Source: an optimization exercise on an open RTL-to-GDS flow (aim: small area, a short achievable clock period and few clock cycles). Production flows keep margins and buffers that such runs may drop.
RTL that was checked went through simulation tests only; none was proved equivalent to the original.
Function not checked in runs 3 to 7: the RTL went through the layout flow alone.
Power and IR drop assume default switching activity.

`flow/design.v`:
```
`timescale 1ns/10ps
module maze_router (
reset		,
start		,
clk         ,
address     ,
data_in     ,
data_out    ,
cs          ,
we          ,
D);
input        reset;
input        start;
input        clk;
input  [7:0] data_in;
output       cs;
output       we;
output [7:0] data_out;
output [7:0] address;
output       D;
reg       cs, we, D;
reg [7:0] address;
reg       do_a, do_b;                
assign data_out = {do_a, do_a, do_a, do_b, do_a, do_a, do_a, do_b};
localparam [1:0] ST_FREE = 2'b00, ST_BLK = 2'b01, ST_R0 = 2'b10;
localparam [3:0] S_IDLE  = 4'd0,
                 S_SCAN  = 4'd1,    
                 S_DRAIN = 4'd2,    
                 S_BFS   = 4'd3,    
                 S_TRACE = 4'd4,    
                 S_CLR   = 4'd5,    
                 S_SRC2  = 4'd6,    
                 S_GO2   = 4'd7,    
                 S_FIN   = 4'd8,    
                 S_DONE  = 4'd9;
reg [3:0] state;
reg       net2;
reg [7:0] s1a, t1a, s2a, t2a;       
reg [7:0] wv;                        
reg [3:0] sw;                        
reg       drain;
reg       pS1, pT2;                  
reg [7:0] cur;                       
reg [5:0] cmask;                     
reg [2:0] dir;                       
reg [7:0] naddr;                     
reg [7:0] laddr;                     
reg [2:0] ldir;
reg       lval;                      
reg       ls1, ls0;                  
reg [7:0] a1;
reg       v1;
reg [255:0] st1, st0;
reg  [7:0] dx, dy;                   
reg  [3:0] dz;                       
reg        g1, g0;
reg        bfs_en, clr;
genvar n;
generate
for (n = 0; n < 256; n = n + 1) begin : g_cell
	wire nbr = ((n % 8) != 0 ? st1[(n % 8) != 0 ? n - 1 : n] : 1'b0)
	         | ((n % 8) != 7 ? st1[(n % 8) != 7 ? n + 1 : n] : 1'b0)
	         | (((n / 8) % 8) != 0 ? st1[((n / 8) % 8) != 0 ? n - 8 : n] : 1'b0)
	         | (((n / 8) % 8) != 7 ? st1[((n / 8) % 8) != 7 ? n + 8 : n] : 1'b0)
	         | ((n / 64) != 0 ? st1[(n / 64) != 0 ? n - 64 : n] : 1'b0)
	         | ((n / 64) != 3 ? st1[(n / 64) != 3 ? n + 64 : n] : 1'b0);
	wire sel = dx[n % 8] & dy[(n / 8) % 8] & dz[n / 64];
	wire en  = sel | (clr & st1[n]) | (bfs_en & nbr & ~st1[n] & ~st0[n]);
	always @(posedge clk)
		if (en) begin
			st1[n] <= g1;
			st0[n] <= g0;
		end
end
endgenerate
function [5:0] validdirs;
	input [7:0] c;
	validdirs = {c[7:6] != 2'd3, c[7:6] != 2'd0,
	             c[5:3] != 3'd7, c[5:3] != 3'd0,
	             c[2:0] != 3'd7, c[2:0] != 3'd0};
endfunction
function [2:0] firstdir;
	input [5:0] m;
	firstdir = m[0] ? 3'd0 : m[1] ? 3'd1 : m[2] ? 3'd2 :
	           m[3] ? 3'd3 : m[4] ? 3'd4 : m[5] ? 3'd5 : 3'd6;
endfunction
function [5:0] after;
	input [2:0] d;
	case (d)
		3'd0: after = 6'b111110;
		3'd1: after = 6'b111100;
		3'd2: after = 6'b111000;
		3'd3: after = 6'b110000;
		3'd4: after = 6'b100000;
		default: after = 6'b000000;
	endcase
endfunction
function [7:0] nb;
	input [7:0] c;
	input [2:0] d;
	case (d)
		3'd0: nb = {c[7:3], c[2:0] - 3'd1};
		3'd1: nb = {c[7:3], c[2:0] + 3'd1};
		3'd2: nb = {c[7:6], c[5:3] - 3'd1, c[2:0]};
		3'd3: nb = {c[7:6], c[5:3] + 3'd1, c[2:0]};
		3'd4: nb = {c[7:6] - 2'd1, c[5:0]};
		default: nb = {c[7:6] + 2'd1, c[5:0]};
	endcase
endfunction
function [5:0] backdir;
	input [2:0] d;
	case (d)
		3'd0: backdir = 6'b000010;
		3'd1: backdir = 6'b000001;
		3'd2: backdir = 6'b001000;
		3'd3: backdir = 6'b000100;
		3'd4: backdir = 6'b100000;
		default: backdir = 6'b010000;
	endcase
endfunction
wire       found  = (state == S_TRACE) && lval && ls1 && (ls0 == wv[1]);
wire [5:0] fmask  = validdirs(laddr) & ~backdir(ldir);
wire [2:0] fdir   = firstdir(fmask);
wire [7:0] fnaddr = nb(laddr, fdir);
wire [5:0] nmask  = cmask & after(dir);
wire [2:0] ndir   = firstdir(nmask);
wire [7:0] nnaddr = nb(cur, ndir);
wire [2:0] tdir   = firstdir(validdirs(cur));
reg [7:0] swa;
always @* begin
	case (sw[2:0])
		3'd0: swa = 8'd128;
		3'd1: swa = 8'd129;
		3'd2: swa = 8'd130;
		3'd3: swa = 8'd131;
		3'd4: swa = s1a;
		3'd5: swa = t1a;
		3'd6: swa = s2a;
		default: swa = t2a;
	endcase
end
wire sw_go = drain && !sw[3] && !found;
reg       nw_en;
reg [7:0] nw_addr;
reg [1:0] nw_val;
reg       n_bfs, n_clr;
always @(posedge clk) begin
	a1 <= address;
	v1 <= (state == S_SCAN);
	ls1   <= st1[naddr];
	ls0   <= st0[naddr];
	laddr <= naddr;
	ldir  <= dir;
	lval  <= 1'b0;
	nw_en   = 1'b0;
	nw_addr = laddr;
	nw_val  = ST_BLK;
	n_bfs   = 1'b0;
	n_clr   = 1'b0;
	if (reset) begin
		state <= S_IDLE;
		D     <= 1'b0;
		cs    <= 1'b0;
		we    <= 1'b0;
		drain <= 1'b0;
		v1    <= 1'b0;
	end else begin
		cs <= 1'b0;
		we <= 1'b0;
		if (v1) begin
			nw_en   = 1'b1;
			nw_addr = a1;
			if (a1[7:2] == 6'b100000)           nw_val = ST_BLK;
			else if (a1 == s1a)                 nw_val = ST_R0;
			else if (a1 == t1a)                 nw_val = ST_FREE;
			else if (a1 == s2a || a1 == t2a)    nw_val = ST_BLK;
			else if (data_in == 8'hEE)          nw_val = ST_FREE;
			else                                nw_val = ST_BLK;
			if (a1 == 8'd128) s1a <= data_in;
			if (a1 == 8'd129) t1a <= data_in;
			if (a1 == 8'd130) s2a <= data_in;
			if (a1 == 8'd131) t2a <= data_in;
		end
		if (sw_go) begin
			cs      <= 1'b1;
			we      <= 1'b1;
			address <= swa;
			do_a    <= (sw[2] == 1'b0);
			do_b    <= (sw[2] == 1'b0) || (sw[1] == 1'b1);
			sw      <= sw + 4'd1;
		end
		case (state)
			S_IDLE: begin
				net2  <= 1'b0;
				drain <= 1'b0;
				sw    <= 4'd0;
				if (start) begin
					state   <= S_SCAN;
					cs      <= 1'b1;
					address <= 8'd128;
				end
			end
			S_SCAN: begin
				cs      <= 1'b1;
				address <= address + 8'd1;
				if (address == 8'd127) begin
					cs    <= 1'b0;
					state <= S_DRAIN;
				end
			end
			S_DRAIN: begin
				drain <= 1'b1;
				cur   <= t1a;
				naddr <= t1a;
				if (!v1) begin
					state <= S_BFS;
					n_bfs = 1'b1;
					wv    <= 8'd1;
				end
			end
			S_BFS: begin
				wv    <= wv + 8'd1;
				naddr <= nb(cur, tdir);
				dir   <= tdir;
				cmask <= validdirs(cur);
				if (ls1 && wv != 8'd1) begin
					wv <= wv - 8'd3;      
					if (!net2) begin
						nw_en   = 1'b1;
						nw_addr = t1a;
						nw_val  = ST_BLK;
						pS1 <= 1'b1;
						pT2 <= 1'b1;
					end
					if (wv == 8'd3) state <= net2 ? S_FIN : S_CLR;
					else            state <= S_TRACE;
				end else if (wv == 8'd255) begin
					state <= S_FIN;
				end else begin
					n_bfs = 1'b1;
					naddr <= cur;
				end
			end
			S_TRACE: begin
				if (found) begin
					cs      <= 1'b1;
					we      <= 1'b1;
					address <= laddr;
					do_a    <= 1'b0;
					do_b    <= net2;
					nw_en   = 1'b1;
					nw_addr = laddr;
					nw_val  = ST_BLK;
					cur     <= laddr;
					cmask   <= fmask;
					naddr   <= fnaddr;
					dir     <= fdir;
					lval    <= 1'b0;
					wv      <= wv - 8'd1;
					if (wv == 8'd1) state <= net2 ? S_FIN : S_CLR;
				end else begin
					if (pS1) begin
						nw_en   = 1'b1;
						nw_addr = s1a;
						nw_val  = ST_BLK;
						pS1 <= 1'b0;
					end else if (pT2) begin
						nw_en   = 1'b1;
						nw_addr = t2a;
						nw_val  = ST_FREE;
						pT2 <= 1'b0;
					end
					lval  <= (dir != 3'd6);
					naddr <= nnaddr;
					dir   <= ndir;
				end
			end
			S_CLR: begin
				if (pS1) begin
					nw_en   = 1'b1;
					nw_addr = s1a;
					nw_val  = ST_BLK;
					pS1 <= 1'b0;
				end else if (pT2) begin
					nw_en   = 1'b1;
					nw_addr = t2a;
					nw_val  = ST_FREE;
					pT2 <= 1'b0;
				end else begin
					n_clr = 1'b1;
					state <= S_SRC2;
				end
			end
			S_SRC2: begin
				nw_en   = 1'b1;
				nw_addr = s2a;
				nw_val  = ST_R0;
				net2  <= 1'b1;
				cur   <= t2a;
				naddr <= t2a;
				wv    <= 8'd1;
				state <= S_GO2;
			end
			S_GO2: begin
				n_bfs = 1'b1;
				state <= S_BFS;
			end
			S_FIN: begin
				if (sw[3]) begin
					D     <= 1'b1;
					state <= S_DONE;
				end
			end
			S_DONE: begin
				D <= 1'b1;
			end
			default: state <= S_IDLE;
		endcase
	end
	bfs_en <= n_bfs;
	clr    <= n_clr;
	dx     <= 8'd1 << nw_addr[2:0];
	dy     <= 8'd1 << nw_addr[5:3];
	dz     <= nw_en ? (4'd1 << nw_addr[7:6]) : 4'd0;
	if (n_bfs)      {g1, g0} <= {1'b1, state == S_BFS ? wv[1] ^ wv[0] : 1'b0};
	else if (n_clr) {g1, g0} <= ST_FREE;
	else            {g1, g0} <= nw_val;
end
endmodule
```
`flow/constraint.sdc`:
```
create_clock -name core_clock -period 6.5 [get_ports {clk}]
set_input_delay 1.3000 -clock core_clock [delete_from_list [all_inputs] [get_ports {clk}]]
set_output_delay 1.3000 -clock core_clock [all_outputs]
set_load 0.01 [all_outputs]
```
`flow/config.mk`:
```
export PLATFORM = sky130hd
export DESIGN_NAME = maze_router
export DESIGN_NICKNAME = maze_router
export VERILOG_FILES = /design/flow/design.v
export SDC_FILE = /design/flow/constraint.sdc
export NUM_CORES = 4
export LEC_CHECK = 0
export CAP_MARGIN = 20
export CORE_MARGIN = 2
export CORE_UTILIZATION = 40
export PLACE_DENSITY = 0.6
export SLEW_MARGIN = 20
```
`flow/run.sh`:
```
#!/bin/bash
# synth_recipe.tcl (not shown) runs the flow's synth.tcl, then flattens the netlist and writes it again
# the make line also repeats each setting of config.mk as NAME=value (left out here)
make -C /OpenROAD-flow-scripts/flow DESIGN_CONFIG=/design/flow/config.mk WORK_HOME=/design/flow/orfs CLKGATE_MAP_FILE= SYNTH_SCRIPT=/design/flow/synth_recipe.tcl finish
```
==> impl_metrics.py, run 1 <==
metrics = {
    "outcome": {
        "run_status": "finished with violations",
        "violations": "max-slew violations",
    },
    "sta": {
        "post-route-period-util": 0.531,
        "min_period_ns": 3.45,
        "fmax_mhz": 290,
        "rsz0062_at_grt": "no",
        "finalSetupTns_ns": 0,
        "clock_skew_ns": 0.0425,
        "setup_viol": 0,
        "finalHoldViolCount": 0,
        "drv_slew": 47,
        "slew_headroom": -0.0156,
        "worstMarginPinSlew_ns": 1.52,
    },
    "placed_design": {
        "port_buffers": 29,
        "place_congestion": 0.926,
        "place_area_sq_mm": 0.0367,
        "hpwl_mm": 78.5,
    },
    "synth": {
        "synth_nets": 3228,
        "ys_seq_elements": 648,
        "yosys.area.top_type_share": 0.496,
        "syn_area_per_cell_sq_um": 11.2,
        "syn_inst": 3195,
        "syn_area_sq_mm": 0.0359,
        "async_flop_share": 0,
        "ys.flop_type": "edfxtp_1",
        "yosys.cell_types.count": 88,
        "yosysWarnings": 1,
        "synth.area.top_cells": "edfxtp_1, mux4_2, nor4_1",
        "synth.largest_area_cell": "edfxtp_1",
        "synth_edf_count": 593,
        "ys_seq_area_frac": 0.527,
    },
    "cts": {
        "cts_tree": "yes",
        "clk_latency_ns": 0.64,
        "ctsLongestPathBuffers": 3,
        "cts-hold-fix-buffers": 0,
        "post_cts_buffers": 0,
        "numCtsBuffers": 72,
        "clk_pin_slew_ns": 0.06,
        "root_buffer": "clkbuf_16",
        "clock-sinks": 648,
        "htreeDepth": 3,
        "cts-resized-gates": 0,
    },
    "drt": {
        "wl_per_cell_um": 29.8,
        "drt_iter0_drc": 4033,
        "antenna_left": 0,
        "totalWireLength_mm": 127,
        "viasPerCell": 6.97,
        "drc": 0,
        "first_pass_iters": 5,
        "num_vias": 29657,
    },
    "final_layout": {
        "drive_gt1_frac": 0.108,
        "area_growth_pct": 8.80,
        "finalNetCount": 3069,
        "final_area_sq_mm": 0.0391,
    },
    "worst_setup_path": {
        "slowest_stage": "nand2_1",
        "crit_top_cell": "nand2_1",
        "arrival_ns": 3.94,
        "cp_cell_sequence": "clkdlybuf4s50_1 > buf_4 > clkinv_1 > nand2_1 > nand2_1 > o21ai_1 > nor2_1",
        "worst_setup_path_start_kind": "primary input",
        "cp.required_ns": 6.99,
        "worst-path-max-fanout": 30,
        "crit_type": "primary input to register",
        "cp_slowest_stage_delay_ns": 0.70,
        "cp-end-kind": "register",
    },
    "floorplan": {
        "core_area_sq_mm": 0.0886,
        "rows": 109,
        "io_pins": 30,
        "start_util": 0.405,
        "die_w_um": 304,
        "die_h_um": 304,
        "dieArea_sq_mm": 0.0921,
    },
    "min_path": {
        "worstHoldPathType": "register to register",
    },
    "power": {
        "p_leak_uw": 0.0123,
        "vdd_ir_drop_max_uv": 222,
        "p_per_area_mw_per_mm2": 311,
    },
    "global_route": {
        "overflow": 0,
        "grt_antenna_before_repair": 1,
        "grtUsageTotal": 0.271,
        "grt_pass1_vias": 28250,
        "grt_max_degree": 233,
        "grt_pass1_wl_mm": 188,
    },
    "run": {
        "drv_cap": 0,
    },
}
-- flip-flops by register name, summed over array words and instances (netlist names), 3 cells and up --
name and flops:
a1 8, address 8, cmask 5, cur 8, dir 3, dx 8
dy 8, dz 4, laddr 8, ldir 3, naddr 8, s1a 8
s2a 8, st0 256, st1 256, state 4, sw 4, t1a 8
t2a 8, wv 8
-- metal layers --
metal | part of all wire | vias to the layer above | track usage
li1 | - | 12569 | -
met1 | 0.41 | 14805 | 0.389
met2 | 0.43 | 1959 | 0.386
met3 | 0.11 | 322 | 0.0682
met4 | 0.045 | 2 | 0.116
met5 | 0.000087 | - | 0
-- worst paths after layout --
path	slack, ns	cells past startpoint	end	startpoint
worst max-delay path	3.05	7	dx[4]$_SDFF_PN0_	reset
worst min-delay path	0.43	0	ldir[0]$_DFF_P_	dir[0]$_DFFE_PP_
worst max register to register	3.06	8	ls0$_DFF_P_	naddr[0]$_DFFE_PP_
worst min register to register	0.43	0	ldir[0]$_DFF_P_	dir[0]$_DFFE_PP_
-- critical path, delay by kind of cell --
family          cells  cell delay (ns)
buf+inv             3             1.45
compound gates      1             0.22
simple gates        3             0.93
-- synthesized netlist by cell type, drive strengths merged (37+ instances only) --
cell type and count:
a21oi 165, a221o 62, nor3 90, o22ai 43
xnor2 38, nor2 253, a2111oi 58, nand2 211
nor4 263, a211o 54, edfxtp 593, or2 37
nand3 146, mux4 80, dfxtp 55, mux2i 115
buf 89, clkbuf 216, a32oi 99, o21ai 128
-- per-stage QoR --
stage	instances	worst slack, ns	utilization	hold WS, ns	total power, uW
floorplan	3195	2.27	-	0.346	7120
global placement	4125	2.54	0.414	0.423	8030
detailed placement	4125	2.51	0.414	0.420	8020
CTS	4252	2.99	0.440	0.427	12100
global route	4254	2.85	0.441	0.458	12500
finish	4255	3.05	0.441	0.426	12100
-- kinds of logic (layout without fill, tap and decap cells) --
| family | count (synthesis) | after routing | synth area share |
|---|---|---|---|
| fa+ha+maj | 22 | 22 | 0.00809 |
| xor+xnor | 52 | 52 | 0.0127 |
| other cells | 0 | 1 | 0 |
| flops | 648 | 648 | 0.527 |
| mux | 222 | 222 | 0.0907 |
| simple gates | 1097 | 1097 | 0.153 |
| compound gates | 814 | 814 | 0.168 |
| buf+inv | 340 | 234 | 0.0405 |
-- power by group --
| part | internal, uW | switching, uW |
|---|---|---|
| combinational | 827 | 1640 |
| sequential | 5060 | 502 |
| clock | 2390 | 1730 |
-- cell type report --
cell class	instances	area, sq um
Fill cell	8310	49600
Sequential cell	648	18900
Multi-Input combinational cell	2207	15500
Clock buffer	89	1970
Tap cell	1165	1460
Timing Repair Buffer	72	664
Clock inverter	38	357
Inverter	35	139
Antenna cell	1	2.50
-- placed cells by master (no fill, tap or decap), types with 20 or more instances in the layout --
master	count
clkdlybuf4s50_1	29
nor2_1	252
inv_1	31
nand3_1	146
mux4_2	80
a211o_1	54
edfxtp_1	593
a221o_1	62
nor3_1	90
xnor2_1	38
o22ai_1	43
a2111oi_0	58
mux2i_1	115
nand2_1	211
o21ai_0	123
or2_2	37
nor4_1	262
buf_4	37
ha_1	20
a32oi_1	99
a22oi_1	32
clkbuf_16	75
mux2_2	27
dfxtp_1	45
a21oi_1	165
Testbench counts, summed over its fixed seeds: cycles 25,591.
==> inputs of run 2 (changes only) <==
--- a/flow/config.mk
+++ b/flow/config.mk
@@ -7,2 +7,3 @@
 export LEC_CHECK = 0
+export ABC_CLOCK_PERIOD_IN_PS = 2800
 export CAP_MARGIN = 20
@@ -11,2 +12,3 @@
 export PLACE_DENSITY = 0.6
+export SETUP_SLACK_MARGIN = 3.7
 export SLEW_MARGIN = 20
==> run 2 against run 1 <==
Worst hold slack gained 0.0052 ns. Highest routed layer unchanged. Clock power up 3%. Clock skew shrank 0.0095 ns. The run now finishes clean. Worst setup slack improved by 0.63 ns. Via count increased by 0.92%. Final area grew 1.5%. Sequential share of layout area decreased by 0.70 points. Non-clock buffer count is 33 higher. Maximum frequency increased by 22%. Critical path type is now register to primary output. Critical path depth shrank 5. Global-route usage grew 0.54 points. First-iteration DRC count grew 13%.
==> impl_metrics.py, run 2 <==
metrics = {
    "synth": {
        "synth.largest_area_cell": "edfxtp_1",
        "synthTopCellsByCount": "edfxtp_1, nor4_1, nor2_1",
        "ys_seq_area_frac": 0.527,
        "synth_nets": 3228,
        "yosysMostFrequentCell": "edfxtp_1",
        "ys.flop_type": "edfxtp_1",
        "synth.area.top_cells": "edfxtp_1, mux4_2, nor4_1",
        "syn_inst": 3195,
        "syn_area_per_cell_sq_um": 11.2,
        "synth_edf_count": 593,
        "ys_seq_elements": 648,
        "yosys.area.top_type_share": 0.496,
        "syn_area_sq_mm": 0.0359,
        "yosys.cell_types.count": 88,
        "yosysWarnings": 1,
        "async_flop_share": 0,
    },
    "floorplan": {
        "core_area_sq_mm": 0.0886,
        "die_w_um": 304,
        "start_util": 0.405,
        "rows": 109,
        "io_pins": 30,
        "die_h_um": 304,
        "dieArea_sq_mm": 0.0921,
    },
    "cts": {
        "cts_tree": "yes",
        "htreeDepth": 3,
        "clock-sinks": 648,
        "clk_latency_ns": 0.65,
        "cts-hold-fix-buffers": 0,
        "root_buffer": "clkbuf_16",
        "clk_pin_slew_ns": 0.06,
        "ctsLongestPathBuffers": 3,
        "numCtsBuffers": 73,
    },
    "final_layout": {
        "area_growth_pct": 10.4,
        "drive_gt1_frac": 0.129,
        "insertedDiodeCount": 0,
        "fin_cells": 4293,
        "final_common_cell": "edfxtp_1",
        "finalNetCount": 3104,
        "top_regs": "st0: 256 flops, st1: 256 flops",
        "final_cell_mix": "edfxtp_1, nor4_1, nor2_1",
    },
    "global_route": {
        "grt_antenna_before_repair": 0,
        "grt_pass1_vias": 28761,
        "grt_pass1_wl_mm": 193,
        "overflow": 0,
        "grtUsageTotal": 0.276,
        "grt_max_degree": 173,
    },
    "power": {
        "vdd_ir_drop_max_uv": 244,
        "p_per_area_mw_per_mm2": 312,
        "p_leak_uw": 0.0126,
    },
    "drt": {
        "drt_iter0_drc": 4562,
        "num_vias": 29931,
        "first_pass_iters": 6,
        "viasPerCell": 6.97,
        "drc": 0,
        "wl_per_cell_um": 29.9,
        "totalWireLength_mm": 128,
        "antenna_left": 0,
    },
    "placed_design": {
        "placed_cells": 4127,
        "place_congestion": 0.914,
        "hpwl_mm": 79.1,
        "port_buffers": 29,
    },
    "sta": {
        "setup_viol": 0,
        "finalHoldViolCount": 0,
        "worstMarginPinSlew_ns": 1.10,
        "finalSetupTns_ns": 0,
        "drv_slew": 0,
        "min_period_ns": 2.82,
        "slew_headroom": 0.264,
        "clock_skew_ns": 0.0330,
        "timing.hold.ws_ns": 0.431,
        "fmax_mhz": 354,
        "post-route-period-util": 0.434,
        "rsz0062_at_grt": "yes",
    },
    "worst_setup_path": {
        "cp-end-kind": "primary output",
        "r2r_cells": 8,
        "cp_cell_sequence": "buf_4 > dlygate4sd2_1",
        "worst-path-max-fanout": 4,
        "arrival_ns": 1.52,
        "crit_path_end": "data_out[6]",
        "crit_type": "register to primary output",
        "regToRegEndpoint": "ls0$_DFF_P_",
        "crit_start": "do_a$_DFFE_PN_",
        "cp_slowest_stage_delay_ns": 0.45,
        "worst_setup_path_start_kind": "register",
        "r2r_start": "naddr[0]$_DFFE_PP_",
        "cp.required_ns": 5.20,
        "r2r_slack_ns": 3.69,
        "slowest_stage": "edfxtp_1",
    },
    "min_path": {
        "worstHoldStart": "dir[0]$_DFFE_PP_",
        "worstHoldPathType": "register to register",
    },
    "outcome": {
        "run_status": "complete, no violations",
    },
    "run": {
        "drv_cap": 0,
    },
}
## run 2: routing by layer
metal / GRT usage / up-vias / share of wire
met4: 0.106 / 2 / 0.037
li1: - / 12659 / -
met5: 0.00621 / - / 0.00061
met3: 0.0602 / 284 / 0.12
met2: 0.400 / 2081 / 0.44
met1: 0.402 / 14905 / 0.41
## run 2: layout make-up
type | instances | area [sq um]
fillers | 8243 | 49000
clock inverters | 38 | 375
clock buffers | 94 | 2030
repair buffers | 105 | 1010
well taps | 1165 | 1460
flip-flops and latches | 648 | 18900
multi-input cells | 2208 | 15700
inverters | 35 | 144
## run 2: metrics by stage
stage,total power (uW),util,instance area [sq um],worst slack [ns]
after floorplan,7090,-,35900,3.81
after global placement,8020,0.414,36700,2.51
after global routing,12800,0.447,39600,3.62
final,12400,0.447,39600,3.68
after detailed placement,8030,0.415,36700,2.49
after CTS,12300,0.446,39500,3.63
## run 2: logic make-up after synthesis
kind of cell	Yosys count	synth area share
mux	222	0.0907
compound gates	814	0.168
xor+xnor	52	0.0127
fa+ha+maj	22	0.00809
buf+inv	340	0.0405
flops	648	0.527
simple gates	1097	0.153
## run 2: how the worst min path moves through the flow
stage | depth (start not counted) | endpoint | slack, ns
6_report | 0 | ldir[0]$_DFF_P_ | 0.43
2_1_floorplan | 0 | laddr[3]$_DFF_P_ | 0.35
4_1_cts | 0 | ldir[0]$_DFF_P_ | 0.43
3_3_place_gp | 0 | ldir[0]$_DFF_P_ | 0.42
3_5_place_dp | 0 | ldir[0]$_DFF_P_ | 0.43
5_1_grt | 0 | ldir[0]$_DFF_P_ | 0.45
## run 2: power breakdown
group | switching (uW) | leakage [uW] | internal [uW] | total [uW]
registers | 461 | 0.00578 | 5050 | 5520
clock network | 1820 | 0.00117 | 2430 | 4250
logic | 1720 | 0.00561 | 890 | 2610
## run 2: repair_timing
action                                  in CTS  in global routing
gates resized for setup                     40                 28
endpoints found under the hold margin        0                  0
setup buffers                               25                  6
endpoints found under the setup margin     218                 83
pin swaps                                    3                  1
cloned                                       3                  0
## run 2: critical path: cells and delay by family (launching register included)
| kind | cells | cell delay, ns |
|---|---|---|
| flops | 1 | 0.45 |
| buf+inv | 2 | 0.44 |
==> inputs of run 3 (changes only) <==
--- a/flow/design.v
+++ b/flow/design.v
@@ -159,10 +159,7 @@
 	n_clr   = 1'b0;
-	if (reset) begin
-		state <= S_IDLE;
-		D     <= 1'b0;
-		cs    <= 1'b0;
-		we    <= 1'b0;
-		drain <= 1'b0;
-		v1    <= 1'b0;
-	end else begin
+	address <= swa;
+	do_a    <= (sw[2] == 1'b0);
+	do_b    <= (sw[2] == 1'b0) || (sw[1] == 1'b1);
+	D       <= 1'b0;
+	begin
 		cs <= 1'b0;
@@ -186,5 +183,2 @@
 			we      <= 1'b1;
-			address <= swa;
-			do_a    <= (sw[2] == 1'b0);
-			do_b    <= (sw[2] == 1'b0) || (sw[1] == 1'b1);
 			sw      <= sw + 4'd1;
@@ -327,2 +321,12 @@
 	else            {g1, g0} <= nw_val;
+	if (reset) begin
+		state  <= S_IDLE;
+		D      <= 1'b0;
+		cs     <= 1'b0;
+		we     <= 1'b0;
+		drain  <= 1'b0;
+		v1     <= 1'b0;
+		bfs_en <= 1'b0;
+		clr    <= 1'b0;
+	end
 end
--- a/flow/config.mk
+++ b/flow/config.mk
@@ -7,3 +7,2 @@
 export LEC_CHECK = 0
-export ABC_CLOCK_PERIOD_IN_PS = 2800
 export CAP_MARGIN = 20
@@ -11,2 +10,4 @@
 export CORE_UTILIZATION = 40
+export CTS_BUF_LIST = sky130_fd_sc_hd__clkbuf_8
+export CTS_CLUSTER_SIZE = 30
 export PLACE_DENSITY = 0.6
==> run 3 against run 2 <==
Via count grew 1.5%. Critical path type is now register to register. Utilization shrank 0.24 points. Non-clock buffer count shrank 8. Total power grew 7.6%. Clock power shrank 11%.
==> impl_metrics.py, run 3 <==
metrics = {
    "outcome": {
        "run_status": "complete, no violations",
    },
    "final_layout": {
        "drive_gt1_frac": 0.133,
        "multiInputGateArea_sq_mm": 0.0157,
        "area_growth_pct": 10.1,
        "final_area_sq_mm": 0.0393,
        "top_regs": "st0: 256 flops, st1: 256 flops",
        "final_cell_mix": "edfxtp_1, nor2_1, nor4_1",
        "fillers": 8309,
        "seqCellArea_sq_mm": 0.0188,
        "final_common_cell": "edfxtp_1",
        "finalNetCount": 3137,
    },
    "synth": {
        "yosys.cell_types.count": 87,
        "ys_seq_area_frac": 0.526,
        "syn_inst": 3208,
        "synth_edf_count": 579,
        "syn_area_per_cell_sq_um": 11.1,
        "syn_area_sq_mm": 0.0357,
        "ys.flop_type": "edfxtp_1",
        "synth.largest_area_cell": "edfxtp_1",
        "synthTopCellsByCount": "edfxtp_1, nor2_1, clkbuf_1",
        "ys_seq_elements": 648,
        "synth.area.top_cells": "edfxtp_1, mux4_2, nor4_1",
        "synth_nets": 3241,
        "yosysWarnings": 1,
        "yosys.area.top_type_share": 0.487,
        "async_flop_share": 0,
        "yosysMostFrequentCell": "edfxtp_1",
    },
    "global_route": {
        "grt_pass1_vias": 28822,
        "grt_max_degree": 210,
        "grtUsageTotal": 0.278,
        "grt_pass1_wl_mm": 194,
        "grt_antenna_before_repair": 3,
        "overflow": 0,
    },
    "floorplan": {
        "core_area_sq_mm": 0.0884,
        "io_pins": 30,
        "rows": 109,
        "dieArea_sq_mm": 0.0917,
        "die_h_um": 303,
        "die_w_um": 303,
        "start_util": 0.404,
    },
    "sta": {
        "post-route-period-util": 0.428,
        "setup_viol": 0,
        "worstMarginPinSlew_ns": 1.28,
        "clock_skew_ns": 0.0538,
        "finalSetupTns_ns": 0,
        "fmax_mhz": 359,
        "finalHoldViolCount": 0,
        "drv_slew": 0,
        "rsz0062_at_grt": "yes",
        "timing.hold.ws_ns": 0.391,
        "min_period_ns": 2.78,
        "slew_headroom": 0.144,
    },
    "cts": {
        "cts_tree": "yes",
        "ctsLongestPathBuffers": 3,
        "numCtsBuffers": 112,
        "root_buffer": "clkbuf_8",
        "clock-sinks": 648,
        "clk_latency_ns": 0.78,
        "htreeDepth": 3,
        "clk_pin_slew_ns": 0.06,
    },
    "placed_design": {
        "place_area_sq_mm": 0.0365,
        "hpwl_mm": 81.4,
        "place_congestion": 0.937,
        "port_buffers": 29,
    },
    "drt": {
        "drc": 0,
        "viasPerCell": 6.96,
        "first_pass_iters": 8,
        "wl_per_cell_um": 29.9,
        "antenna_left": 0,
        "drt_iter0_drc": 4381,
        "totalWireLength_mm": 131,
        "num_vias": 30393,
    },
    "power": {
        "p_per_area_mw_per_mm2": 339,
        "p_leak_uw": 0.0126,
        "vdd_ir_drop_max_uv": 357,
        "power_uw": 13300,
    },
    "worst_setup_path": {
        "arrival_ns": 3.28,
        "cp.required_ns": 7.00,
        "crit_type": "register to register",
        "r2r_start": "laddr[2]$_DFF_P_",
        "worst_setup_path_start_kind": "register",
        "r2r_cells": 9,
        "regToRegEndpoint": "naddr[4]$_DFFE_PP_",
        "r2r_slack_ns": 3.72,
        "cp-end-kind": "register",
        "worst-path-max-fanout": 10,
    },
    "min_path": {
        "min_delay_worst_endpoint": "a1[3]$_DFF_P_",
        "worstHoldPathType": "register to register",
        "worstHoldStart": "address[3]$_DFF_P_",
        "hold_path_depth": 0,
    },
    "run": {
        "drv_cap": 0,
    },
}
-- run 3: cell types whose count changed after synthesis, sizes merged, moves of 18 or more --
cell and change:
a221oi -23, mux2 -21, nor4 -27, a32oi +19, clkbuf +22, nor2 +49
a21oi -18
-- run 3: power breakdown --
group	switching, uW	internal (uW)	total (uW)
Sequential	640	5190	5830
Combinational	2490	1200	3690
Clock	1810	1980	3790
Total	4940	8370	13300
-- run 3: cell families (layout without fill, tap and decap cells) --
| group | count (synthesis) | after routing | share of synthesized area |
|---|---|---|---|
| mux | 218 | 218 | 0.0897 |
| buf+inv | 353 | 342 | 0.0418 |
| xor+xnor | 54 | 54 | 0.0135 |
| compound gates | 804 | 804 | 0.167 |
| flops | 648 | 648 | 0.526 |
| fa+ha+maj | 22 | 22 | 0.00813 |
| simple gates | 1109 | 1111 | 0.154 |
| other cells | 0 | 1 | 0 |
-- run 3: worst max-delay path, stage by stage, from the launching register on --
cell	delay (ns)
dfxtp_1	0.68
nor3_1	0.15
nand2b_1	0.15
a21boi_4	0.11
inv_1	0.07
nor2_1	0.05
fa_1	0.49
a21oi_1	0.09
a222oi_1	0.48
o221ai_1	0.23
-- run 3: layout make-up --
cell class	count	share of cell area
Multi-Input combinational cell	2209	0.399
Clock buffer	120	0.0420
Sequential cell	648	0.479
Timing Repair Buffer	97	0.0253
Antenna cell	1	0.0000637
Clock inverter	89	0.0147
Tap cell	1165	0.0371
Inverter	36	0.00363
-- run 3: routing by layer --
metal	up-vias	share of wire	global-route usage
li1	12730	-	-
met1	15046	0.41	0.404
met2	2270	0.43	0.403
met3	347	0.12	0.0611
met4	0	0.043	0.113
met5	-	0	0
-- run 3: timing repair --
item,in CTS,in global routing
gates resized for setup,53,42
setup endpoints to repair,81,43
pin swaps,3,6
cloned,4,1
hold buffers,0,0
setup buffers,9,18
-- run 3: how the worst max path moves through the flow --
stage                                      from             endpoint  slack [ns]  depth (start not counted)
after floorplan             wv[1]$_SDFFCE_PN0P_  wv[0]$_SDFFCE_PN1P_        3.85                          5
after global placement    state[1]$_SDFFE_PP0P_     dy[5]$_SDFF_PN0_        2.97                          6
after detailed placement  state[1]$_SDFFE_PP0P_     dy[5]$_SDFF_PN0_        2.89                          6
after CTS                 state[3]$_SDFFE_PP0P_     dy[5]$_SDFF_PN0_        3.68                          7
after global routing        wv[1]$_SDFFCE_PN0P_     dx[6]$_SDFF_PN0_        3.67                          8
final                          laddr[2]$_DFF_P_   naddr[4]$_DFFE_PP_        3.72                          9
-- run 3: per-stage QoR --
step,worst slack (ns),cells,utilization
final,3.72,4365,0.445
after global routing,3.67,4365,0.445
after CTS,3.68,4345,0.441
after detailed placement,2.89,4123,0.413
after global placement,2.97,4123,0.413
after floorplan,3.85,3208,-
==> inputs of run 4 (changes only) <==
==> flow/flow/run.sh (new file) <==
#!/bin/bash
# Standard layout, except that the port buffers are buf_4 cells instead of
# the library's smallest (delay) buffer.
set -euo pipefail
export BUFFER_PORTS_ARGS="-buffer_cell sky130_fd_sc_hd__buf_4"
bash standard.sh > standard_flow.log 2>&1
==> flow/standard.sh (new file) <==
#!/bin/bash
# synth_recipe.tcl (not shown) runs the flow's synth.tcl, then flattens the netlist and writes it again
# the make line also repeats each setting of config.mk as NAME=value (left out here)
make -C /OpenROAD-flow-scripts/flow DESIGN_CONFIG=/design/flow/config.mk WORK_HOME=/design/flow/orfs CLKGATE_MAP_FILE= SYNTH_SCRIPT=/design/flow/synth_recipe.tcl "${@:-finish}"
--- a/flow/config.mk
+++ b/flow/config.mk
@@ -10,6 +10,4 @@
 export CORE_UTILIZATION = 40
-export CTS_BUF_LIST = sky130_fd_sc_hd__clkbuf_8
-export CTS_CLUSTER_SIZE = 30
 export PLACE_DENSITY = 0.6
-export SETUP_SLACK_MARGIN = 3.7
+export SETUP_SLACK_MARGIN = 3.8
 export SLEW_MARGIN = 20
removed: flow/run.sh
==> run 4 against run 3 <==
First-iteration DRC count increased by 9.1%. Sequential cell count unchanged. Utilization grew 0.38 points. Critical path type unchanged. Critical endpoint is now ls0$_DFF_P_.
==> impl_metrics.py, run 4 <==
metrics = {
    "worst_setup_path": {
        "crit_type": "register to register",
        "cp_slowest_stage_delay_ns": 0.65,
        "cp-end-kind": "register",
        "path_delay_family": "compound AO/OA/AOI/OAI gates",
        "regToRegEndpoint": "ls0$_DFF_P_",
        "cp.required_ns": 7.04,
        "r2r_start": "naddr[2]$_DFFE_PP_",
        "worst-path-max-fanout": 6,
        "worst_setup_path_start_kind": "register",
        "r2r_slack_ns": 3.80,
        "cp_num_buf_inv": 2,
        "arrival_ns": 3.25,
        "crit_start": "naddr[2]$_DFFE_PP_",
        "r2r_cells": 8,
        "cp_cell_sequence": "buf_4 > buf_4 > nor2_1 > a22oi_1 > a31oi_1 > a21o_1 > o32ai_1 > a211oi_1",
        "slowest_stage": "nor2_1",
        "crit_top_cell": "buf_4",
    },
    "sta": {
        "clock_skew_ns": 0.0265,
        "min_period_ns": 2.70,
        "worstMarginPinSlew_ns": 1.23,
        "fmax_mhz": 370,
        "timing.hold.ws_ns": 0.401,
        "slew_headroom": 0.178,
        "rsz0062_at_grt": "yes",
        "setup_viol": 0,
        "finalSetupTns_ns": 0,
        "drv_slew": 0,
        "finalHoldViolCount": 0,
        "post-route-period-util": 0.416,
        "worst_slack_ns": 3.80,
    },
    "synth": {
        "yosysMostFrequentCell": "edfxtp_1",
        "synth_xor_area_frac": 0.0135,
        "synthSimpleGateAreaFrac": 0.154,
        "synth_top_family_by_area": "compound AO/OA/AOI/OAI gates",
        "async_flop_share": 0,
        "syn_inst": 3208,
        "ys.flop_type": "edfxtp_1",
        "synthMuxAreaShare": 0.0897,
        "synth_compound_gate_area_share": 0.167,
        "syn_area_sq_mm": 0.0357,
        "yosys.area.top_type_share": 0.487,
        "synth_nets": 3241,
        "syn_area_per_cell_sq_um": 11.1,
        "yosysWarnings": 1,
        "synthTopCellsByCount": "edfxtp_1, nor2_1, clkbuf_1",
        "synth.largest_area_cell": "edfxtp_1",
        "synth.area.top_cells": "edfxtp_1, mux4_2, nor4_1",
        "ys_seq_elements": 648,
        "yosys.cell_types.count": 87,
        "synth_fa_ha_area_frac": 0.00813,
        "synth_edf_count": 579,
        "ys_seq_area_frac": 0.526,
    },
    "final_layout": {
        "top_regs": "st0: 256 flops, st1: 256 flops",
        "final_core_util": 0.449,
        "area_growth_pct": 11.0,
        "fin_cells": 4299,
        "finalNetCount": 3112,
        "final_cell_mix": "edfxtp_1, nor2_1, nor4_1",
        "final_common_cell": "edfxtp_1",
        "drive_gt1_frac": 0.134,
        "fillers": 8143,
    },
    "drt": {
        "totalWireLength_mm": 133,
        "wl_per_cell_um": 31.0,
        "num_vias": 30453,
        "antenna_left": 0,
        "drt_iter0_drc": 4780,
        "viasPerCell": 7.08,
        "first_pass_iters": 8,
        "drc": 0,
    },
    "power": {
        "p_per_area_mw_per_mm2": 351,
        "p_leak_uw": 0.0126,
        "vdd_ir_drop_max_uv": 317,
    },
    "min_path": {
        "worstHoldStart": "address[3]$_DFF_P_",
        "worstHoldPathType": "register to register",
        "min_delay_worst_endpoint": "a1[3]$_DFF_P_",
        "hold_path_depth": 0,
    },
    "floorplan": {
        "die_w_um": 303,
        "start_util": 0.404,
        "rows": 109,
        "dieArea_sq_mm": 0.0917,
        "io_pins": 30,
        "die_h_um": 303,
        "core_area_sq_mm": 0.0884,
    },
    "cts": {
        "clk_pin_slew_ns": 0.06,
        "root_buffer": "clkbuf_16",
        "ctsLongestPathBuffers": 3,
        "cts-hold-fix-buffers": 0,
        "cts_tree": "yes",
        "numCtsBuffers": 73,
        "clk_latency_ns": 0.63,
        "clock-sinks": 648,
        "htreeDepth": 3,
    },
    "global_route": {
        "grtUsageTotal": 0.280,
        "grt_pass1_vias": 28593,
        "grt_pass1_wl_mm": 195,
        "overflow": 0,
        "grt_antenna_before_repair": 1,
        "grt_max_degree": 214,
    },
    "placed_design": {
        "port_buffers": 29,
        "post-place-ws_ns": 2.83,
        "placed_cells": 4119,
        "hpwl_mm": 80.1,
        "place_congestion": 0.907,
    },
    "outcome": {
        "run_status": "complete, no violations",
    },
    "run": {
        "drv_cap": 0,
    },
}
==> run 4: how the worst max path moves through the flow <==
stage / end / slack [ns] / cells past startpoint
2_1_floorplan: wv[0]$_SDFFCE_PN1P_ / 3.85 / 5
5_1_grt: wv[7]$_SDFFCE_PN0P_ / 3.70 / 5
6_report: ls0$_DFF_P_ / 3.80 / 8
3_3_place_gp: dy[4]$_SDFF_PN0_ / 2.96 / 6
4_1_cts: naddr[4]$_DFFE_PP_ / 3.80 / 7
3_5_place_dp: dy[4]$_SDFF_PN0_ / 2.83 / 6
==> run 4: what timing repair did <==
item | in CTS | in global routing
endpoints found under the setup margin | 342 | 56
gates cloned | 6 | 5
pin swaps | 4 | 10
resized for setup | 31 | 46
setup buffers | 18 | 21
==> run 4: cell type report <==
type	instances	area (sq um)	share of cell area
clock buffers	91	2000	0.0504
flip-flops and latches	648	18800	0.475
clock inverters	37	400	0.0101
inverters	36	146	0.00369
repair buffers	110	1100	0.0277
diodes	2	5.00	0.000126
well taps	1165	1460	0.0368
multi-input cells	2210	15700	0.397
==> run 4: logic make-up after synthesis <==
kind of cell,after synthesis
AND/OR/NAND/NOR,1109
AO/OA/AOI/OAI,804
flip-flops,648
buffers and inverters,353
multiplexers,218
XOR/XNOR,54
adder cells (fa/ha/maj),22
==> run 4: report_power, final <==
group / internal, uW / switching, uW / total, uW
sequential: 5190 / 703 / 5890
combinational: 1240 / 2530 / 3770
clock: 2500 / 1750 / 4250
==> run 4: routing by layer <==
layer  track usage  vias to the layer above  wire length (um)
met3        0.0547                      315             16100
met2         0.412                     2355             57900
met4         0.110                        0              5390
li1              -                    12642                 -
met5             0                        -                 0
met1         0.407                    15141             53900
==> run 4: worst register-to-register path, cell delays in order (launching register included) <==
cell and delay (ns):
edfxtp_1 0.51, buf_4 0.20, buf_4 0.17, nor2_1 0.66
a22oi_1 0.31, a31oi_1 0.37, a21o_1 0.14, o32ai_1 0.10
a211oi_1 0.17
==> run 4: metrics by stage <==
stage	total power, uW	cell area (sq um)
after global placement	9250	36400
after global routing	14300	39600
after floorplan	7900	35700
after CTS	13600	39200
after detailed placement	9260	36400
final	13900	39600
==> inputs of run 5 (changes only) <==
--- a/flow/design.v
+++ b/flow/design.v
@@ -52,3 +52,3 @@
 reg       v1;
-reg [255:0] st1, st0;
+wire [255:0] st1, st0;
 reg  [7:0] dx, dy;                   
@@ -66,9 +66,17 @@
 	         | ((n / 64) != 3 ? st1[(n / 64) != 3 ? n + 64 : n] : 1'b0);
-	wire sel = dx[n % 8] & dy[(n / 8) % 8] & dz[n / 64];
-	wire en  = sel | (clr & st1[n]) | (bfs_en & nbr & ~st1[n] & ~st0[n]);
-	always @(posedge clk)
-		if (en) begin
-			st1[n] <= g1;
-			st0[n] <= g0;
-		end
+	if (n >= 128 && n < 132) begin : g_pin
+		assign st1[n] = 1'b0;
+		assign st0[n] = 1'b1;
+	end else begin : g_map
+		reg  q1, q0;
+		wire sel = dx[n % 8] & dy[(n / 8) % 8] & dz[n / 64];
+		wire en  = sel | (clr & q1) | (bfs_en & nbr & ~q1 & ~q0);
+		always @(posedge clk)
+			if (en) begin
+				q1 <= g1;
+				q0 <= g0;
+			end
+		assign st1[n] = q1;
+		assign st0[n] = q0;
+	end
 end
@@ -100,10 +108,20 @@
 	input [2:0] d;
-	case (d)
-		3'd0: nb = {c[7:3], c[2:0] - 3'd1};
-		3'd1: nb = {c[7:3], c[2:0] + 3'd1};
-		3'd2: nb = {c[7:6], c[5:3] - 3'd1, c[2:0]};
-		3'd3: nb = {c[7:6], c[5:3] + 3'd1, c[2:0]};
-		3'd4: nb = {c[7:6] - 2'd1, c[5:0]};
-		default: nb = {c[7:6] + 2'd1, c[5:0]};
-	endcase
+	reg [2:0] xm, xp, ym, yp;
+	reg [1:0] zm, zp;
+	begin
+		xm = {c[2] ^ ~(c[1] | c[0]), c[1] ~^ c[0], ~c[0]};
+		xp = {c[2] ^ (c[1] & c[0]), c[1] ^ c[0], ~c[0]};
+		ym = {c[5] ^ ~(c[4] | c[3]), c[4] ~^ c[3], ~c[3]};
+		yp = {c[5] ^ (c[4] & c[3]), c[4] ^ c[3], ~c[3]};
+		zm = {c[7] ~^ c[6], ~c[6]};
+		zp = {c[7] ^ c[6], ~c[6]};
+		case (d)
+			3'd0: nb = {c[7:3], xm};
+			3'd1: nb = {c[7:3], xp};
+			3'd2: nb = {c[7:6], ym, c[2:0]};
+			3'd3: nb = {c[7:6], yp, c[2:0]};
+			3'd4: nb = {zm, c[5:0]};
+			default: nb = {zp, c[5:0]};
+		endcase
+	end
 endfunction
--- a/flow/config.mk
+++ b/flow/config.mk
@@ -11,3 +11,3 @@
 export PLACE_DENSITY = 0.6
-export SETUP_SLACK_MARGIN = 3.8
+export SETUP_SLACK_MARGIN = 3.85
 export SLEW_MARGIN = 20
==> run 5 against run 4 <==
Clock skew fell by 0.0032 ns. Worst hold slack barely moved. Utilization rose by 0.19 points. Critical endpoint unchanged. Largest power group unchanged. Highest routed layer is now met5.
==> impl_metrics.py, run 5 <==
metrics = {
    "power": {
        "combPwrFrac": 0.281,
        "p_sw_uw": 5220,
        "p_clk_frac": 0.295,
        "power_uw": 14300,
        "pwr-share-seq": 0.424,
        "p_leak_uw": 0.0125,
        "p_per_area_mw_per_mm2": 365,
        "p_int_uw": 9060,
        "vdd_ir_drop_max_uv": 337,
        "p_sw_frac": 0.365,
    },
    "cts": {
        "clk_latency_ns": 0.64,
        "clk_pin_slew_ns": 0.06,
        "ctsLongestPathBuffers": 3,
        "cts_tree": "yes",
        "clock-sinks": 640,
        "htreeDepth": 3,
        "cts-hold-fix-buffers": 0,
        "numCtsBuffers": 75,
        "root_buffer": "clkbuf_16",
    },
    "synth": {
        "synthMuxAreaShare": 0.0868,
        "async_flop_share": 0,
        "synth_edf_count": 571,
        "yosysMostFrequentCell": "edfxtp_1",
        "synth.area.top_cells": "edfxtp_1, mux4_2, nor4_1",
        "yosys.area.top_type_share": 0.490,
        "syn_area_sq_mm": 0.0350,
        "ys_seq_elements": 640,
        "synth_fa_ha_area_frac": 0.00930,
        "ys_seq_area_frac": 0.530,
        "synthTopCellsByCount": "edfxtp_1, nor4_1, nor2_1",
        "yosysWarnings": 1,
        "synth_xor_area_frac": 0.0127,
        "syn_area_per_cell_sq_um": 11.3,
        "syn_inst": 3098,
        "synth_nets": 3135,
        "synth_compound_gate_area_share": 0.169,
        "synth_top_family_by_area": "compound AO/OA/AOI/OAI gates",
        "synth.largest_area_cell": "edfxtp_1",
        "yosys.cell_types.count": 89,
        "synthSimpleGateAreaFrac": 0.150,
        "ys.flop_type": "edfxtp_1",
    },
    "worst_setup_path": {
        "cp.required_ns": 7.00,
        "crit_type": "register to register",
        "worst_setup_path_start_kind": "register",
        "r2r_cells": 10,
        "worst-path-max-fanout": 5,
        "arrival_ns": 3.34,
        "cp-end-kind": "register",
    },
    "floorplan": {
        "io_pins": 30,
        "start_util": 0.403,
        "dieArea_sq_mm": 0.0898,
        "rows": 108,
        "die_h_um": 300,
        "die_w_um": 300,
        "core_area_sq_mm": 0.0868,
    },
    "final_layout": {
        "fillers": 7968,
        "finalNetCount": 3034,
        "final_area_sq_mm": 0.0391,
        "multiInputGateArea_sq_mm": 0.0152,
        "final_cell_mix": "edfxtp_1, nor4_1, nor2_1",
        "seqCellArea_sq_mm": 0.0186,
        "area_growth_pct": 11.8,
        "top_regs": "g_cell.g_map.q0: 252 flops, g_cell.g_map.q1: 252 flops",
        "final_common_cell": "edfxtp_1",
        "final_core_util": 0.450,
        "drive_gt1_frac": 0.139,
    },
    "placed_design": {
        "hpwl_mm": 84.1,
        "place_congestion": 0.952,
        "port_buffers": 29,
        "place_area_sq_mm": 0.0358,
    },
    "sta": {
        "finalSetupTns_ns": 0,
        "drv_slew": 0,
        "finalHoldViolCount": 0,
        "rsz0062_at_grt": "yes",
        "post-route-period-util": 0.437,
        "min_period_ns": 2.84,
        "fmax_mhz": 352,
        "slew_headroom": 0.260,
        "worstMarginPinSlew_ns": 1.11,
        "setup_viol": 0,
        "clock_skew_ns": 0.0233,
    },
    "global_route": {
        "grt_pass1_vias": 28659,
        "overflow": 0,
        "grt_pass1_wl_mm": 198,
        "grtUsageTotal": 0.291,
        "grt_antenna_before_repair": 2,
        "grt_max_degree": 212,
    },
    "drt": {
        "antenna_left": 0,
        "viasPerCell": 7.19,
        "totalWireLength_mm": 135,
        "drc": 0,
        "num_vias": 30250,
        "wl_per_cell_um": 32.0,
        "drt_iter0_drc": 5321,
        "first_pass_iters": 8,
    },
    "min_path": {
        "worstHoldPathType": "register to register",
        "hold_path_depth": 0,
    },
    "outcome": {
        "run_status": "complete, no violations",
    },
    "run": {
        "drv_cap": 0,
    },
}
## run 5: changes by cell type after synthesis, moves of 21 or more
cell      before  now
nor2_1       301  237
o22ai_1       34   12
nor3_1       102   81
a211o_1       65   44
nor4_1       236  263
a21oi_1      147  177
a221oi_1       4   29
a32oi_1      118   93
## run 5: worst max-delay path, cell delays in order (launching register included)
cell and delay (ns):
edfxtp_1 0.42, buf_6 0.15, buf_8 0.14, buf_16 0.15, buf_12 0.13, buf_12 0.12, mux4_2 0.48, o21ai_0 0.49
a211oi_1 0.22, o32ai_1 0.24, o22ai_1 0.14
## run 5: stage by stage
stage,cells,hold WS [ns],setup slack (ns)
after floorplan,3098,0.368,3.80
after global placement,4030,0.359,2.48
after detailed placement,4032,0.368,2.75
after CTS,4181,0.401,3.84
after global routing,4208,0.429,3.73
final,4209,0.401,3.66
## run 5: path summary, 6_finish.rpt
| check | start | slack, ns | to |
|---|---|---|---|
| min | address[1]$_DFF_P_ | 0.40 | a1[1]$_DFF_P_ |
| min reg2reg | address[1]$_DFF_P_ | 0.40 | a1[1]$_DFF_P_ |
| max | naddr[0]$_DFFE_PP_ | 3.66 | ls0$_DFF_P_ |
| max reg2reg | naddr[0]$_DFFE_PP_ | 3.66 | ls0$_DFF_P_ |
## run 5: final cells by class
cell class              count  area share
flip-flops and latches    640       0.475
multi-input cells        2122       0.390
clock buffers             103      0.0533
well taps                1155      0.0370
repair buffers            113      0.0317
clock inverters            30     0.00791
inverters                  44     0.00499
repair inverters            1    0.000192
diodes                      1   0.0000640
## run 5: timing repair
item	CTS	global route
cloned	6	2
buffers inserted	10	24
pin swaps	2	6
setup endpoints to repair	88	100
gates resized for setup	56	55
## run 5: logic make-up (layout without fill, tap and decap cells)
family                   Yosys count  after routing
other                              0              1
flip-flops                       640            640
multiplexers                     202            202
buffers and inverters            336            291
AO/OA/AOI/OAI                    807            807
AND/OR/NAND/NOR                 1037           1037
XOR/XNOR                          50             50
adder cells (fa/ha/maj)           26             26
## run 5: layer usage
| metal | wire length, um | GRT usage |
|---|---|---|
| met2 | 57700 | 0.421 |
| met5 | 13 | 0 |
| met4 | 7180 | 0.135 |
| met3 | 17900 | 0.0734 |
| met1 | 52100 | 0.410 |
## run 5: power groups by stage
stage / combinational [uW] / sequential (uW) / clock, uW
floorplan: 2290 / 5800 / 0
global placement: 3420 / 6100 / 0
detailed placement: 3470 / 6100 / 0
CTS: 3680 / 6010 / 4250
global route: 4130 / 6080 / 4410
finish: 4020 / 6050 / 4210
==> inputs of run 6 (changes only) <==
--- a/flow/config.mk
+++ b/flow/config.mk
@@ -10,2 +10,4 @@
 export CORE_UTILIZATION = 40
+export CTS_BUF_LIST = sky130_fd_sc_hd__clkbuf_8
+export CTS_CLUSTER_SIZE = 30
 export PLACE_DENSITY = 0.6
==> run 6 against run 5 <==
Register-to-register slack improved by 0.14 ns. Highest routed layer unchanged. Area after synthesis is the same. Critical path depth fell by 3. Largest power group unchanged. Sequential cell count stayed put. Die area unchanged. Total power shrank 4.3%. Synthesized cell count is the same. First-iteration DRC count increased by 0.43%. Sequential power hardly changed. Worst hold slack worse by 0.015 ns.
==> impl_metrics.py, run 6 <==
metrics = {
    "outcome": {
        "run_status": "complete, no violations",
    },
    "worst_setup_path": {
        "crit_type": "register to register",
        "worst_setup_path_start_kind": "register",
        "cp_cell_sequence": "buf_4 > clkinvlp_4 > a221oi_1 > o21ai_0 > a221oi_2 > nor3_1 > o22ai_1",
        "r2r_slack_ns": 3.80,
        "regToRegEndpoint": "ls0$_DFF_P_",
        "worst-path-max-fanout": 12,
        "r2r_start": "naddr[3]$_DFFE_PP_",
        "cp-end-kind": "register",
        "arrival_ns": 3.41,
        "slowest_stage": "a221oi_1",
        "cp_slowest_stage_delay_ns": 0.61,
        "r2r_cells": 7,
        "cp.required_ns": 7.21,
    },
    "synth": {
        "synth_edf_count": 571,
        "syn_inst": 3098,
        "synth.largest_area_cell": "edfxtp_1",
        "async_flop_share": 0,
        "ys.flop_type": "edfxtp_1",
        "yosys.area.top_type_share": 0.490,
        "syn_area_sq_mm": 0.0350,
        "syn_area_per_cell_sq_um": 11.3,
        "yosys.cell_types.count": 89,
        "yosysWarnings": 1,
        "synthTopCellsByCount": "edfxtp_1, nor4_1, nor2_1",
        "synth_nets": 3135,
        "yosysMostFrequentCell": "edfxtp_1",
        "ys_seq_elements": 640,
        "ys_seq_area_frac": 0.530,
        "synth.area.top_cells": "edfxtp_1, mux4_2, nor4_1",
    },
    "final_layout": {
        "final_common_cell": "edfxtp_1",
        "drive_gt1_frac": 0.146,
        "area_growth_pct": 10.5,
        "final_cell_mix": "edfxtp_1, nor4_1, nor2_1",
        "final_core_util": 0.445,
        "top_regs": "g_cell.g_map.q0: 252 flops, g_cell.g_map.q1: 252 flops",
        "finalNetCount": 3057,
    },
    "sta": {
        "post-route-period-util": 0.416,
        "slew_headroom": 0.259,
        "fmax_mhz": 370,
        "clock_skew_ns": 0.0632,
        "finalHoldViolCount": 0,
        "min_period_ns": 2.70,
        "worstMarginPinSlew_ns": 1.11,
        "setup_viol": 0,
        "finalSetupTns_ns": 0,
        "drv_slew": 0,
        "rsz0062_at_grt": "yes",
    },
    "cts": {
        "clock-sinks": 640,
        "cts_tree": "yes",
        "clk_latency_ns": 0.79,
        "htreeDepth": 3,
        "root_buffer": "clkbuf_8",
        "clk_pin_slew_ns": 0.06,
        "cts-hold-fix-buffers": 0,
        "ctsLongestPathBuffers": 3,
        "numCtsBuffers": 113,
    },
    "floorplan": {
        "start_util": 0.403,
        "core_area_sq_mm": 0.0868,
        "die_w_um": 300,
        "io_pins": 30,
        "dieArea_sq_mm": 0.0898,
        "die_h_um": 300,
        "rows": 108,
    },
    "drt": {
        "wl_per_cell_um": 31.6,
        "drc": 0,
        "antenna_left": 0,
        "first_pass_iters": 9,
        "totalWireLength_mm": 135,
        "num_vias": 30339,
        "viasPerCell": 7.10,
        "drt_iter0_drc": 5344,
    },
    "power": {
        "p_leak_uw": 0.0125,
        "p_per_area_mw_per_mm2": 354,
        "vdd_ir_drop_max_uv": 411,
        "p_sw_uw": 5240,
        "power_uw": 13700,
        "pwr-share-seq": 0.443,
        "combPwrFrac": 0.288,
        "p_clk_frac": 0.270,
        "p_sw_frac": 0.383,
        "p_int_uw": 8430,
    },
    "global_route": {
        "grt_pass1_wl_mm": 198,
        "grt_antenna_before_repair": 2,
        "grt_max_degree": 212,
        "overflow": 0,
        "grt_pass1_vias": 28948,
        "grtUsageTotal": 0.291,
    },
    "min_path": {
        "worstHoldStart": "address[1]$_DFF_P_",
        "worstHoldPathType": "register to register",
        "min_delay_worst_endpoint": "a1[1]$_DFF_P_",
        "hold_path_depth": 0,
    },
    "placed_design": {
        "port_buffers": 29,
        "place_congestion": 0.952,
        "hpwl_mm": 84.1,
    },
    "run": {
        "drv_cap": 0,
    },
}
[run 6: changes by cell type in the layout (fill, tap and decap cells not counted), moves of 3 or more]
cell and delta:
clkbuf_8 +112, clkbuf_16 -75, inv_1 +33, clkinv_1 +25, clkbuf_1 -19, buf_4 -10
dfxtp_1 -9, clkinv_2 +8, dfxtp_2 +6, clkinvlp_4 +4, inv_6 -4, dfxtp_4 +3
[run 6: per-layer routing]
layer | up-vias | share of wire | track usage
li1 | 12437 | - | -
met1 | 14832 | 0.39 | 0.408
met2 | 2615 | 0.43 | 0.421
met3 | 453 | 0.14 | 0.0733
met4 | 2 | 0.050 | 0.136
met5 | - | 0.000096 | 0
[run 6: worst max-delay path by stage]
stage,cells after the start,start,end,slack (ns)
after floorplan,8,start,state[1]$_SDFFE_PP0P_,3.80
after detailed placement,6,naddr[3]$_DFFE_PP_,ls0$_DFF_P_,2.75
final,7,naddr[3]$_DFFE_PP_,ls0$_DFF_P_,3.80
after CTS,8,naddr[0]$_DFFE_PP_,ls0$_DFF_P_,3.77
after global placement,6,naddr[3]$_DFFE_PP_,ls1$_DFF_P_,2.48
after global routing,7,naddr[3]$_DFFE_PP_,ls0$_DFF_P_,3.81
[run 6: final cells by class]
cell class	instances	area [sq um]
antenna	1	2.50
tap	1155	1450
multi-input combinational	2122	15200
timing repair inverter	1	7.51
clock buffer	117	1610
sequential	640	18600
fill	8051	48100
inverter	44	195
clock inverter	95	541
timing repair buffer	98	1060
[run 6: power groups by stage]
stage / Sequential [uW] / Clock [uW] / Combinational (uW)
2_1_floorplan: 5800 / 0 / 2290
3_3_place_gp: 6100 / 0 / 3420
3_5_place_dp: 6100 / 0 / 3470
4_1_cts: 6020 / 3730 / 3660
5_1_grt: 6080 / 3910 / 4050
6_report: 6050 / 3690 / 3930
[run 6: critical path, delay by kind of cell (launching register included)]
kind | cells | cell delay (ns)
compound gates | 4 | 1.58
buf+inv | 2 | 0.60
flops | 1 | 0.35
simple gates | 1 | 0.09
[run 6: through the flow]
| step | cell area (sq um) | hold slack (ns) | instances | setup WS [ns] |
|---|---|---|---|---|
| final | 38600 | 0.386 | 4273 | 3.80 |
| after floorplan | 35000 | 0.368 | 3098 | 3.80 |
| after CTS | 38400 | 0.381 | 4261 | 3.77 |
| after global routing | 38600 | 0.387 | 4273 | 3.81 |
| after global placement | 35700 | 0.359 | 4030 | 2.48 |
| after detailed placement | 35800 | 0.368 | 4032 | 2.75 |
[run 6: cells by family (layout without fill, tap and decap cells)]
logic type / Yosys count / count (layout) / share of synthesized area
DFF: 640 / 640 / 0.530
and+or+nand+nor: 1037 / 1037 / 0.150
other: 0 / 1 / 0
xor gates and xnor gates: 50 / 50 / 0.0127
adders and majority gates: 26 / 26 / 0.00930
muxes: 202 / 202 / 0.0868
AOI/OAI and AO/OA: 807 / 807 / 0.169
buffers and inverters: 336 / 355 / 0.0422
[run 6: repair_timing]
action                     in CTS  in global routing
pin swaps                       2                  5
setup endpoints to repair     102                111
gates resized for setup        64                 44
gates cloned                    4                  4
buffers inserted               13                  6
==> inputs of run 7 (changes only) <==
--- a/flow/design.v
+++ b/flow/design.v
@@ -42,2 +42,3 @@
 reg       pS1, pT2;                  
+reg       pm;                        
 reg [7:0] cur;                       
@@ -167,2 +168,3 @@
 	v1 <= (state == S_SCAN);
+	pm    <= 1'b0;
 	ls1   <= st1[naddr];
@@ -256,2 +258,17 @@
 			S_TRACE: begin
+				if (pm) begin
+					nw_en   = 1'b1;
+					nw_addr = cur;
+					nw_val  = ST_BLK;
+				end else if (pS1) begin
+					nw_en   = 1'b1;
+					nw_addr = s1a;
+					nw_val  = ST_BLK;
+					pS1 <= 1'b0;
+				end else if (pT2) begin
+					nw_en   = 1'b1;
+					nw_addr = t2a;
+					nw_val  = ST_FREE;
+					pT2 <= 1'b0;
+				end
 				if (found) begin
@@ -262,5 +279,3 @@
 					do_b    <= net2;
-					nw_en   = 1'b1;
-					nw_addr = laddr;
-					nw_val  = ST_BLK;
+					pm      <= 1'b1;
 					cur     <= laddr;
@@ -273,13 +288,2 @@
 				end else begin
-					if (pS1) begin
-						nw_en   = 1'b1;
-						nw_addr = s1a;
-						nw_val  = ST_BLK;
-						pS1 <= 1'b0;
-					end else if (pT2) begin
-						nw_en   = 1'b1;
-						nw_addr = t2a;
-						nw_val  = ST_FREE;
-						pT2 <= 1'b0;
-					end
 					lval  <= (dir != 3'd6);
@@ -290,3 +294,7 @@
 			S_CLR: begin
-				if (pS1) begin
+				if (pm) begin
+					nw_en   = 1'b1;
+					nw_addr = cur;
+					nw_val  = ST_BLK;
+				end else if (pS1) begin
 					nw_en   = 1'b1;
--- a/flow/config.mk
+++ b/flow/config.mk
@@ -13,3 +13,3 @@
 export PLACE_DENSITY = 0.6
-export SETUP_SLACK_MARGIN = 3.85
+export SETUP_SLACK_MARGIN = 3.95
 export SLEW_MARGIN = 20
==> run 7 against run 6 <==
Still clean on timing, DRC and antenna. Sequential share of layout area shrank 0.82 points. Sequential cell count increased by 1. Non-clock buffer count increased by 23. Worst setup slack worse by 0.053 ns. Highest routed layer unchanged.
==> impl_metrics.py, run 7 <==
metrics = {
    "cts": {
        "clk_latency_ns": 0.83,
        "clk_pin_slew_ns": 0.07,
        "ctsLongestPathBuffers": 3,
        "clock-sinks": 641,
        "cts-hold-fix-buffers": 0,
        "root_buffer": "clkbuf_8",
        "cts_tree": "yes",
        "htreeDepth": 3,
        "numCtsBuffers": 110,
    },
    "sta": {
        "fmax_mhz": 363,
        "worst_slack_ns": 3.74,
        "min_period_ns": 2.76,
        "post-route-period-util": 0.424,
        "finalSetupTns_ns": 0,
        "finalHoldViolCount": 0,
        "drv_slew": 0,
        "rsz0062_at_grt": "yes",
        "clock_skew_ns": 0.102,
        "worstMarginPinSlew_ns": 1.14,
        "slew_headroom": 0.240,
        "timing.hold.ws_ns": 0.459,
        "setup_viol": 0,
    },
    "placed_design": {
        "post-place-ws_ns": 2.92,
        "port_buffers": 29,
        "hpwl_mm": 82.7,
        "place_congestion": 1.00,
    },
    "power": {
        "p_per_area_mw_per_mm2": 348,
        "p_leak_uw": 0.0126,
        "power_uw": 13700,
        "vdd_ir_drop_max_uv": 187,
    },
    "final_layout": {
        "drive_gt1_frac": 0.170,
        "final_core_util": 0.452,
        "fillers": 8032,
        "seqCellArea_sq_mm": 0.0186,
        "multiInputGateArea_sq_mm": 0.0155,
        "final_common_cell": "edfxtp_1",
        "final_cell_mix": "edfxtp_1, nor4_1, nor2_1",
        "top_regs": "g_cell.g_map.q0: 252 flops, g_cell.g_map.q1: 252 flops",
        "area_growth_pct": 11.7,
        "finalNetCount": 3042,
    },
    "worst_setup_path": {
        "crit_start": "naddr[2]$_DFFE_PP_",
        "cp-end-kind": "register",
        "regToRegEndpoint": "ls1$_DFF_P_",
        "crit_path_end": "ls1$_DFF_P_",
        "r2r_cells": 8,
        "r2r_slack_ns": 3.74,
        "cp.required_ns": 7.09,
        "arrival_ns": 3.35,
        "worst_setup_path_start_kind": "register",
        "r2r_start": "naddr[2]$_DFFE_PP_",
        "crit_type": "register to register",
        "worst-path-max-fanout": 29,
    },
    "global_route": {
        "grt_pass1_vias": 29148,
        "grt_max_degree": 143,
        "grt_antenna_before_repair": 3,
        "overflow": 0,
        "grt_pass1_wl_mm": 199,
        "grtUsageTotal": 0.290,
    },
    "synth": {
        "synthTopCellsByCount": "edfxtp_1, nor4_1, nor2_1",
        "yosysWarnings": 1,
        "synth_edf_count": 571,
        "async_flop_share": 0,
        "syn_area_sq_mm": 0.0352,
        "synth.largest_area_cell": "edfxtp_1",
        "syn_area_per_cell_sq_um": 11.5,
        "yosys.cell_types.count": 103,
        "yosysMostFrequentCell": "edfxtp_1",
        "synth_nets": 3113,
        "ys.flop_type": "edfxtp_1",
        "ys_seq_area_frac": 0.526,
        "synth.area.top_cells": "edfxtp_1, mux4_2, nor4_1",
        "yosys.area.top_type_share": 0.487,
        "ys_seq_elements": 641,
        "syn_inst": 3076,
    },
    "min_path": {
        "worstHoldPathType": "register to register",
    },
    "drt": {
        "totalWireLength_mm": 135,
        "wl_per_cell_um": 31.7,
        "viasPerCell": 7.10,
        "drt_iter0_drc": 4734,
        "antenna_left": 0,
        "num_vias": 30189,
        "drc": 0,
        "first_pass_iters": 6,
    },
    "floorplan": {
        "io_pins": 30,
        "core_area_sq_mm": 0.0870,
        "start_util": 0.405,
        "rows": 108,
        "die_h_um": 301,
        "dieArea_sq_mm": 0.0905,
        "die_w_um": 301,
    },
    "run": {
        "drv_cap": 0,
    },
    "outcome": {
        "run_status": "complete, no violations",
    },
}
-- run 7: cell count changes in the layout (fill, tap and decap cells not counted), sizes merged, moves of 12 or more --
cell / change
a211o: +13
a211oi: +13
a21oi: -13
a22oi: -15
a32oi: +13
buf: +26
clkinv: -15
mux2i: -21
mux4: +13
nor2: -12
o21ai: -29
-- run 7: logic make-up after synthesis --
kind of cell,count (synthesis),share of synthesized area
compound gates,779,0.166
buf+inv,343,0.0460
simple gates,1045,0.152
mux,191,0.0875
flops,641,0.526
fa+ha+maj,26,0.00923
xor+xnor,51,0.0127
-- run 7: timing repair --
action	CTS	global route
setup buffers	22	24
cloned	7	0
pin swaps	6	15
endpoints found under the setup margin	285	226
resized for setup	88	65
-- run 7: worst max-delay path, cell delays in order (launching register included) --
cell,delay (ns)
edfxtp_1,0.34
buf_6,0.29
nor2b_4,0.31
buf_4,0.27
nand2_1,0.23
o2111ai_2,0.24
o211ai_1,0.20
o2bb2ai_2,0.22
a311oi_4,0.42
-- run 7: layer usage --
metal | GRT usage | share of wire
met5 | 0 | 0.00014
met4 | 0.110 | 0.037
met3 | 0.0807 | 0.14
met2 | 0.422 | 0.44
met1 | 0.409 | 0.39
-- run 7: worst min path at each step --
stage                        from                to  slack (ns)  depth (start not counted)
2_1_floorplan  naddr[2]$_DFFE_PP_  laddr[2]$_DFF_P_        0.34                          0
3_3_place_gp   address[1]$_DFF_P_     a1[1]$_DFF_P_        0.40                          0
3_5_place_dp   address[1]$_DFF_P_     a1[1]$_DFF_P_        0.39                          0
4_1_cts          dir[0]$_DFFE_PP_   ldir[0]$_DFF_P_        0.45                          0
5_1_grt          dir[0]$_DFFE_PP_   ldir[0]$_DFF_P_        0.47                          0
6_report         dir[0]$_DFFE_PP_   ldir[0]$_DFF_P_        0.46                          0
-- run 7: where the power goes --
part	internal (uW)	switching (uW)	leakage (uW)	total [uW]
clock	2240	1830	0.00134	4070
combinational	1280	2570	0.00555	3840
sequential	5190	626	0.00570	5810
total	8700	5020	0.0126	13700
-- run 7: final cells by class --
class	count	area share
diodes	1	0.0000635
multi-input cells	2092	0.393
inverters	39	0.00426
flip-flops and latches	641	0.473
clock buffers	124	0.0433
clock inverters	80	0.0175
well taps	1155	0.0367
repair buffers	121	0.0329
-- run 7: per-stage QoR --
stage / std cells / cell area (sq um)
after floorplan: 3076 / 35200
after global placement: 3995 / 35800
after detailed placement: 3995 / 35800
after CTS: 4228 / 38900
after global routing: 4253 / 39400
final: 4253 / 39400

Setup slack of run 7, layout unchanged: 3.744 ns with ideal ports, 3.744 ns with driving cells assumed (clock clkbuf_16, inputs buf_2), 3.669 ns with port delays also shifted by the 0.836 ns mid clock arrival.
